Source: an optimization exercise on an open RTL-to-GDS flow (aim: small area, a short achievable clock period and few clock cycles per item). Production flows keep margins and buffers that such runs may drop. Where RTL was checked, it was by simulation tests only, not by an equivalence proof against the original.

==> job 8107 <==
// bubbleSort
module bubbleSort #(
    parameter SIZE_DATA = 16,
    parameter NUM_VALS  = 8
)(
    input  logic                         i_clk,
    input  logic                         i_rst_n,
    input  logic                         i_start,
    input  logic [NUM_VALS-1:0][SIZE_DATA-1:0]    i_data,
    output logic [NUM_VALS-1:0][SIZE_DATA-1:0]    o_data,
    output logic                         o_done
);
export LEC_CHECK = 0
export ABC_AREA = 1
export CAP_MARGIN = 50
export CORE_MARGIN = 2
export CORE_UTILIZATION = 50
export SLEW_MARGIN = 50
create_clock -name core_clock -period 15.0 [get_ports {i_clk}]
standard.sh (not shown) runs the stock make flow with config.mk's settings and CLKGATE_MAP_FILE= SYNTH_SCRIPT=/design/flow/synth_recipe.tcl, a recipe that flattens the netlist after the stock synthesis.
==> flow/flow/run.sh <==
#!/bin/bash
# Layout flow: the standard ORFS flow (standard.sh) with these changes:
#  - synthesis: if flow/cells_map.v exists, the design's gate-level leaf
#    modules (bs_*) are mapped onto the sky130hd cells of the same function
#    before the rest of synth_recipe.tcl runs; the remaining logic is mapped
#    with flow/abc.script instead of ORFS's abc_area.script. The register
#    mapping is unchanged.
#  - the make variables in flow/make_vars.txt (one VAR=value per line) are
#    added to the make command line, e.g. a larger SETUP_SLACK_MARGIN so
#    repair_timing sizes and buffers the critical paths.
# Each tool's log stays in orfs/logs/; the make output goes to standard_custom.log.
set -euo pipefail
HERE=$(pwd)
cp "$FLOW_HOME/scripts/synth.tcl" synth_abc.tcl
sed -i "s|^source \$::env(SCRIPTS_DIR)/synth_preamble.tcl|&\nset abc_args [lreplace \$abc_args 1 1 $HERE/flow/abc.script]|" synth_abc.tcl
if [[ -f flow/cells_map.v ]]; then
  sed -i "0,/^hierarchy -check -top \$::env(DESIGN_NAME)/s||&\ntechmap -map $HERE/flow/cells_map.v|" synth_abc.tcl
fi
sed "s|\$::env(SCRIPTS_DIR)/synth.tcl|$HERE/synth_abc.tcl|" synth_recipe.tcl > synth_recipe_abc.tcl
EXTRA=""
while IFS= read -r line; do
  [[ -z "$line" || "$line" == \#* ]] && continue
  EXTRA="$EXTRA '$line'"
done < flow/make_vars.txt
sed -e "s|SYNTH_SCRIPT=[^ ]*|SYNTH_SCRIPT=$HERE/synth_recipe_abc.tcl|" \
    -e "s|\"\${@:-finish}\"|$EXTRA &|" standard.sh > standard_custom.sh
bash standard_custom.sh "$@" > standard_custom.log 2>&1
Other scripts of this flow, unchanged in this note and not shown: flow/flow/abc.script, flow/flow/cells_map.v, flow/flow/make_vars.txt
==> job 4069 (differences from job 8107) <==
CORE_UTILIZATION = 40   (was 50)
==> comparison table <==
Overall Global Routing Usage: job 8107 0.296; job 4069 0.247
Status: job 8107 complete, no violations; job 4069 complete, no violations
Vias in the first global route: job 8107 15100; job 4069 15800
Path length in cells of the critical path: job 8107 19; job 4069 1
Routed WL per cell: job 8107 17.7 µm; job 4069 17.6 µm
Clock buffer count from CTS: job 8107 28; job 4069 29
Clock edge transition at the registers on the reported setup and hold paths: job 8107 0.10 ns; job 4069 0.11 ns
Final WL: job 8107 56.0 mm; job 4069 58.2 mm
Count of fill cells added during filler insertion: job 8107 3270; job 4069 4392
Transition time of the tightest slew-check pin: job 8107 0.693 ns; job 4069 0.772 ns
Share of layout cells above drive strength 1: job 8107 0.0332; job 4069 0.0336
GR Layer Usage met3: job 8107 0.0350; job 4069 0.0382
Largest stage delay, worst path: job 8107 0.47 ns; job 4069 0.41 ns
Critical Path Start: job 8107 r0_7[7]; job 4069 r2_0[14]
Worst clock skew: job 8107 0.0627 ns; job 4069 0.0689 ns
Multi-input combinational cell area: job 8107 8730 µm²; job 4069 8720 µm²
Global routing met2 resource utilization: job 8107 0.474; job 4069 0.406
Testbench counts of job 8107, summed over its fixed seeds: cycles 2,072, sets 2,048.
Testbench counts of job 4069, summed over its fixed seeds: cycles 2,072, sets 2,048.

==> job 3433 <==
Starting RTL as in the previous note.
clock: 15.0 ns
lec_check: 0
abc_area: 1
cap_margin: 50
core_margin: 2
core_utilization: 40
slew_margin: 50
==> flow/flow/abc.script <==
strash
dch
map -B 0.9
topo
stime -c
buffer -c
upsize -c
dnsize -c
==> flow/flow/cells_map.v <==
// Maps the design's gate-level leaf modules (bs_*) onto the sky130hd cells
// of the same function, drive strength 1.

module bs_inv (A, Y);
    input A;
    output Y;
    sky130_fd_sc_hd__inv_1 _TECHMAP_REPLACE_ (.A(A), .Y(Y));
endmodule

module bs_nand2 (A, B, Y);
    input A, B;
    output Y;
    sky130_fd_sc_hd__nand2_1 _TECHMAP_REPLACE_ (.A(A), .B(B), .Y(Y));
endmodule

module bs_nor2 (A, B, Y);
    input A, B;
    output Y;
    sky130_fd_sc_hd__nor2_1 _TECHMAP_REPLACE_ (.A(A), .B(B), .Y(Y));
endmodule

module bs_nand2b (A_N, B, Y);
    input A_N, B;
    output Y;
    sky130_fd_sc_hd__nand2b_1 _TECHMAP_REPLACE_ (.A_N(A_N), .B(B), .Y(Y));
endmodule

module bs_nor2b (A, B_N, Y);
    input A, B_N;
    output Y;
    sky130_fd_sc_hd__nor2b_1 _TECHMAP_REPLACE_ (.A(A), .B_N(B_N), .Y(Y));
endmodule

module bs_a21oi (A1, A2, B1, Y);
    input A1, A2, B1;
    output Y;
    sky130_fd_sc_hd__a21oi_1 _TECHMAP_REPLACE_ (.A1(A1), .A2(A2), .B1(B1), .Y(Y));
endmodule

module bs_o21ai (A1, A2, B1, Y);
    input A1, A2, B1;
    output Y;
    sky130_fd_sc_hd__o21ai_1 _TECHMAP_REPLACE_ (.A1(A1), .A2(A2), .B1(B1), .Y(Y));
endmodule

module bs_a21o (A1, A2, B1, X);
    input A1, A2, B1;
    output X;
    sky130_fd_sc_hd__a21o_1 _TECHMAP_REPLACE_ (.A1(A1), .A2(A2), .B1(B1), .X(X));
endmodule

module bs_o21a (A1, A2, B1, X);
    input A1, A2, B1;
    output X;
    sky130_fd_sc_hd__o21a_1 _TECHMAP_REPLACE_ (.A1(A1), .A2(A2), .B1(B1), .X(X));
endmodule

module bs_o22ai (A1, A2, B1, B2, Y);
    input A1, A2, B1, B2;
    output Y;
    sky130_fd_sc_hd__o22ai_1 _TECHMAP_REPLACE_ (.A1(A1), .A2(A2), .B1(B1), .B2(B2), .Y(Y));
endmodule

module bs_a22o (A1, A2, B1, B2, X);
    input A1, A2, B1, B2;
    output X;
    sky130_fd_sc_hd__a22o_1 _TECHMAP_REPLACE_ (.A1(A1), .A2(A2), .B1(B1), .B2(B2), .X(X));
endmodule

module bs_o2bb2ai (A1_N, A2_N, B1, B2, Y);
    input A1_N, A2_N, B1, B2;
    output Y;
    sky130_fd_sc_hd__o2bb2ai_1 _TECHMAP_REPLACE_ (.A1_N(A1_N), .A2_N(A2_N), .B1(B1), .B2(B2), .Y(Y));
endmodule
==> flow/flow/make_vars.txt <==
SETUP_SLACK_MARGIN=10.6
BUFFER_PORTS_ARGS=-buffer_cell sky130_fd_sc_hd__buf_1
CTS_ARGS=-sink_clustering_enable -repair_clock_nets -dont_use_dummy_load -buf_list {sky130_fd_sc_hd__clkbuf_8} -sink_clustering_size 24 -sink_clustering_max_diameter 60
Scripts as last shown in full above: flow/flow/run.sh
==> job 6135: changes against job 3433 <==
==> flow/flow/make_vars.txt (replaced) <==
SETUP_SLACK_MARGIN=10.9
BUFFER_PORTS_ARGS=-buffer_cell sky130_fd_sc_hd__buf_2
==> job 9244: changes against job 3433 <==
==> flow/flow/make_vars.txt (replaced) <==
SETUP_SLACK_MARGIN=10.6
BUFFER_PORTS_ARGS=-buffer_cell sky130_fd_sc_hd__buf_2
CTS_ARGS=-sink_clustering_enable -repair_clock_nets -dont_use_dummy_load -buf_list {sky130_fd_sc_hd__clkbuf_8} -sink_clustering_size 20 -sink_clustering_max_diameter 60
==> flow_summary.ini <==
[run_status]
status = complete, no violations

[worst_setup_path]
worst-path-buf-inv = 1

[sta]
finClkSkew_ps = 99.0
(the above is from job 3433)
==> flow_summary.ini <==
[sta]
period_needed_ps = 4260
finClkSkew_ps = 94.4

[yosys]
synth_area_leaders = dfxtp_1 (45%), o22ai_1 (21%), nor2_1 (9.2%)

[run_status]
status = complete, no violations

[worst_setup_path]
worst-path-buf-inv = 2
(the above is from job 9244)
==> flow_summary.ini <==
[route]
vias = 18600

[worst_setup_path]
worst-path-buf-inv = 2

[run_status]
status = complete, no violations

[placed_design]
postPlaceCellArea_um2 = 20100

[yosys]
synth_edf_count = 0
(the above is from job 6135)
Testbench counts of job 3433, summed over its fixed seeds: cycles 2,072, sets 2,048.
Testbench counts of job 6135, summed over its fixed seeds: cycles 2,072, sets 2,048.
Testbench counts of job 9244, summed over its fixed seeds: cycles 2,072, sets 2,048.

==> run B: inputs <==
bubbleSort, a different RTL version from the one above (not shown whole).
clock: 15.0 ns
lec_check: 0
abc_area: 1
cap_margin: 50
core_margin: 2
core_utilization: 40
slew_margin: 50
==> flow/flow/make_vars.txt <==
SETUP_SLACK_MARGIN=10.8
BUFFER_PORTS_ARGS=-buffer_cell sky130_fd_sc_hd__buf_1
CTS_ARGS=-sink_clustering_enable -repair_clock_nets -dont_use_dummy_load -buf_list {sky130_fd_sc_hd__clkbuf_8} -sink_clustering_size 20 -sink_clustering_max_diameter 60
Scripts as last shown in full above: flow/flow/run.sh, flow/flow/abc.script
Other scripts of this flow, unchanged in this note and not shown: flow/flow/cells_map.v
==> run P (differences from run B) <==
==> flow/flow/make_vars.txt (replaced) <==
SETUP_SLACK_MARGIN=10.6
BUFFER_PORTS_ARGS=-buffer_cell sky130_fd_sc_hd__buf_1
CTS_ARGS=-sink_clustering_enable -repair_clock_nets -dont_use_dummy_load -buf_list {sky130_fd_sc_hd__clkbuf_8} -sink_clustering_size 20 -sink_clustering_max_diameter 60
==> comparison <==
- In final cell count, run B and run P do not differ.
- Between run P and run B, the lower register-to-register slack is in run P (gap 0.02 ns).
- Global-route usage is about the same in run B and run P.
- Fmax: run B is larger than run P (about 0.5%).
- In flip-flop and latch count, run B and run P do not differ.
- In hold slack, run B and run P hardly differ.
- Against run B, the clock skew of run P is higher by 0.0062 ns.
- Of run P and run B, run B has the higher setup slack (gap 0.021 ns).
- Sequential share of layout area is about the same in run P and run B.
- In die area, run P and run B do not differ.
==> figures <==
| item | run P | run B |
|---|---|---|
| Result of the run | finished clean | finished clean |
| Clock network latency to the later pin of the worst-skew pair | 0.69 ns | 0.68 ns |
| GR met2 Demand/Resource | 56.6% | 56.5% |
| Detail Route met2 WL | 38.8 mm | 38.8 mm |
| Met3 usage in global routing | 9.88% | 9.81% |
| Routed via count divided by cell count | 6.29 | 6.31 |
| Fin Clk Skew | 0.113 ns | 0.107 ns |
| Wire length per cell after detailed routing | 23.9 um | 23.9 um |
| Minimum setup slack among reg-to-reg paths | 10.70 ns | 10.72 ns |
| Met1 global-route usage | 52.3% | 52.3% |
| Starting DRT DRC Count | 4,249 | 4,169 |
| Max-slew headroom at the worst pin | 47.9% | 49.5% |
| Register cell area after layout | 5850 um^2 | 5870 um^2 |
| Via count of the first global-routing pass | 21,600 | 21,600 |
| Fill cell count | 4,871 | 4,869 |
| Number of antenna violations at the first check in global routing | 4 | 3 |
| Final period util | 28.7% | 28.5% |
Function was not checked in any run of this note: the RTL went through the layout flow alone.

==> inputs of 11-28 <==
RTL: one of the versions met above, not the one the previous note started from.
Settings: LEC_CHECK=0, ABC_AREA=1, CAP_MARGIN=50, CORE_MARGIN=2, CORE_UTILIZATION=40, GPL_ROUTABILITY_DRIVEN=0, SLEW_MARGIN=50; clock period 15.0 ns.
==> flow/flow/cells_map.v <==
// Maps the design's gate-level leaf modules (bs_*) onto the sky130hd cells
// of the same function, drive strength 1.

module bs_inv (A, Y);
    input A;
    output Y;
    sky130_fd_sc_hd__inv_1 _TECHMAP_REPLACE_ (.A(A), .Y(Y));
endmodule

module bs_nand2 (A, B, Y);
    input A, B;
    output Y;
    sky130_fd_sc_hd__nand2_1 _TECHMAP_REPLACE_ (.A(A), .B(B), .Y(Y));
endmodule

module bs_nor2 (A, B, Y);
    input A, B;
    output Y;
    sky130_fd_sc_hd__nor2_1 _TECHMAP_REPLACE_ (.A(A), .B(B), .Y(Y));
endmodule

module bs_nand2b (A_N, B, Y);
    input A_N, B;
    output Y;
    sky130_fd_sc_hd__nand2b_1 _TECHMAP_REPLACE_ (.A_N(A_N), .B(B), .Y(Y));
endmodule

module bs_nor2b (A, B_N, Y);
    input A, B_N;
    output Y;
    sky130_fd_sc_hd__nor2b_1 _TECHMAP_REPLACE_ (.A(A), .B_N(B_N), .Y(Y));
endmodule

module bs_a21oi (A1, A2, B1, Y);
    input A1, A2, B1;
    output Y;
    sky130_fd_sc_hd__a21oi_1 _TECHMAP_REPLACE_ (.A1(A1), .A2(A2), .B1(B1), .Y(Y));
endmodule

module bs_o21ai (A1, A2, B1, Y);
    input A1, A2, B1;
    output Y;
    sky130_fd_sc_hd__o21ai_1 _TECHMAP_REPLACE_ (.A1(A1), .A2(A2), .B1(B1), .Y(Y));
endmodule

module bs_a21o (A1, A2, B1, X);
    input A1, A2, B1;
    output X;
    sky130_fd_sc_hd__a21o_1 _TECHMAP_REPLACE_ (.A1(A1), .A2(A2), .B1(B1), .X(X));
endmodule

module bs_o21a (A1, A2, B1, X);
    input A1, A2, B1;
    output X;
    sky130_fd_sc_hd__o21a_1 _TECHMAP_REPLACE_ (.A1(A1), .A2(A2), .B1(B1), .X(X));
endmodule

module bs_o22ai (A1, A2, B1, B2, Y);
    input A1, A2, B1, B2;
    output Y;
    sky130_fd_sc_hd__o22ai_1 _TECHMAP_REPLACE_ (.A1(A1), .A2(A2), .B1(B1), .B2(B2), .Y(Y));
endmodule

module bs_a22o (A1, A2, B1, B2, X);
    input A1, A2, B1, B2;
    output X;
    sky130_fd_sc_hd__a22o_1 _TECHMAP_REPLACE_ (.A1(A1), .A2(A2), .B1(B1), .B2(B2), .X(X));
endmodule

module bs_o2bb2ai (A1_N, A2_N, B1, B2, Y);
    input A1_N, A2_N, B1, B2;
    output Y;
    sky130_fd_sc_hd__o2bb2ai_1 _TECHMAP_REPLACE_ (.A1_N(A1_N), .A2_N(A2_N), .B1(B1), .B2(B2), .Y(Y));
endmodule
module bs_or2 (A, B, X);
    input A, B;
    output X;
    sky130_fd_sc_hd__or2_1 _TECHMAP_REPLACE_ (.A(A), .B(B), .X(X));
endmodule

module bs_a222oi (A1, A2, B1, B2, C1, C2, Y);
    input A1, A2, B1, B2, C1, C2;
    output Y;
    sky130_fd_sc_hd__a222oi_1 _TECHMAP_REPLACE_ (.A1(A1), .A2(A2), .B1(B1), .B2(B2), .C1(C1), .C2(C2), .Y(Y));
endmodule

module bs_nor3 (A, B, C, Y);
    input A, B, C;
    output Y;
    sky130_fd_sc_hd__nor3_1 _TECHMAP_REPLACE_ (.A(A), .B(B), .C(C), .Y(Y));
endmodule

module bs_nor4 (A, B, C, D, Y);
    input A, B, C, D;
    output Y;
    sky130_fd_sc_hd__nor4_1 _TECHMAP_REPLACE_ (.A(A), .B(B), .C(C), .D(D), .Y(Y));
endmodule
Scripts as last shown in full above: flow/flow/run.sh, flow/flow/abc.script
Other scripts of this flow, unchanged in this note and not shown: flow/flow/make_vars.txt
==> inputs of 01-21, as changes to 11-28 <==
--- a/flow/flow/cells_map.v
+++ b/flow/flow/cells_map.v
@@ -74,24 +74 @@
 endmodule
-module bs_or2 (A, B, X);
-    input A, B;
-    output X;
-    sky130_fd_sc_hd__or2_1 _TECHMAP_REPLACE_ (.A(A), .B(B), .X(X));
-endmodule
-
-module bs_a222oi (A1, A2, B1, B2, C1, C2, Y);
-    input A1, A2, B1, B2, C1, C2;
-    output Y;
-    sky130_fd_sc_hd__a222oi_1 _TECHMAP_REPLACE_ (.A1(A1), .A2(A2), .B1(B1), .B2(B2), .C1(C1), .C2(C2), .Y(Y));
-endmodule
-
-module bs_nor3 (A, B, C, Y);
-    input A, B, C;
-    output Y;
-    sky130_fd_sc_hd__nor3_1 _TECHMAP_REPLACE_ (.A(A), .B(B), .C(C), .Y(Y));
-endmodule
-
-module bs_nor4 (A, B, C, D, Y);
-    input A, B, C, D;
-    output Y;
-    sky130_fd_sc_hd__nor4_1 _TECHMAP_REPLACE_ (.A(A), .B(B), .C(C), .D(D), .Y(Y));
-endmodule
--- a/flow/config.mk
+++ b/flow/config.mk
@@ -8,6 +8,5 @@
 export ABC_AREA = 1
-export CAP_MARGIN = 50
+export CAP_MARGIN = 20
 export CORE_MARGIN = 2
 export CORE_UTILIZATION = 40
-export GPL_ROUTABILITY_DRIVEN = 0
-export SLEW_MARGIN = 50
+export SLEW_MARGIN = 20
==> flow_summary.toml <==
[global_route]
met2_usage_pct = 41.5

[status]
status = "no timing/DRC/antenna violations"

[finish]
syn_to_final_growth_pct = 15.1

[drt]
wl_met2_mm = 26.5

[clock_network]
ctsResizeCount = 0

[timing]
skew_ns = 0.0948
slew_headroom_pct = 51.2

[critical_path]
critPathCapture = "o_data[8]"
[end of results for 11-28]
==> flow_summary.toml <==
[status]
status = "no timing/DRC/antenna violations"

[die]
die_w_um = 213

[finish]
syn_to_final_growth_pct = 14.0

[clock_network]
postCtsSetupBuffers = 0
ctsResizeCount = 14

[timing]
skew_ns = 0.0670
slew_headroom_pct = 34.6

[critical_path]
critPathCapture = "r0_6[7]$_DFF_P_"

[global_route]
met2_usage_pct = 41.5

[drt]
wl_per_cell_um = 17.8
[end of results for 01-21]
Testbench counts of 11-28, summed over its fixed seeds: cycles 2,072, sets 2,048.
Testbench counts of 01-21, summed over its fixed seeds: cycles 2,072, sets 2,048.

==> re-timing with driven ports <==
How much do the figures lean on ideal ports? The routed layouts below were timed once more, with nothing changed but the port constraints.
Step 1 (the two cells are an assumption about what drives the block):
set clk [get_ports {i_clk}]
set_driving_cell -lib_cell sky130_fd_sc_hd__clkbuf_16 $clk
set_driving_cell -lib_cell sky130_fd_sc_hd__buf_2 [delete_from_list [all_inputs] $clk]
Step 2 moves the port delays by t, midway between the first and last clock arrival at a register: inputs arrive t later, outputs are due t later. That takes back most of the time a late clock gives input paths.
a / b / c = no drivers / after step 1 / after step 2; a / b = the first two.
| run | t, ns | slack for setup (ns) | hold slack, ns | pins driven straight from the clock port |
|---|---|---|---|---|
| job 8107 | 0.660 | 10.816 / 10.803 / 10.221 | 0.316 / 0.316 / 0.316 | 1 |
| job 4069 | 0.670 | 10.774 / 10.721 / 10.151 | 0.297 / 0.297 / 0.297 | 1 |
| job 3433 | 0.670 | 10.760 / 10.705 / 10.168 | 0.262 / 0.262 / 0.262 | 1 |
| job 6135 | 0.629 | 10.914 / 10.869 / 10.327 | 0.325 / 0.325 / 0.325 | 1 |
| job 9244 | 0.642 | 10.743 / 10.766 / 10.135 | 0.291 / 0.291 / 0.291 | 1 |
| run B | 0.681 | 10.719 / 10.719 / 10.279 | 0.350 / 0.350 / 0.350 | 1 |
| run P | 0.685 | 10.699 / 10.694 / 10.238 | 0.350 / 0.350 / 0.350 | 1 |
| 11-28 | 0.677 | 10.758 / 10.704 / 10.187 | 0.306 / 0.306 / 0.306 | 1 |
| 01-21 | 0.667 | 10.775 / 10.722 / 10.139 | 0.295 / 0.295 / 0.295 | 1 |
After both steps every run listed still meets setup and hold. For 01-21, which loses most, drivers alone change the setup slack by -0.053 ns; drivers and shift together by -0.636 ns.
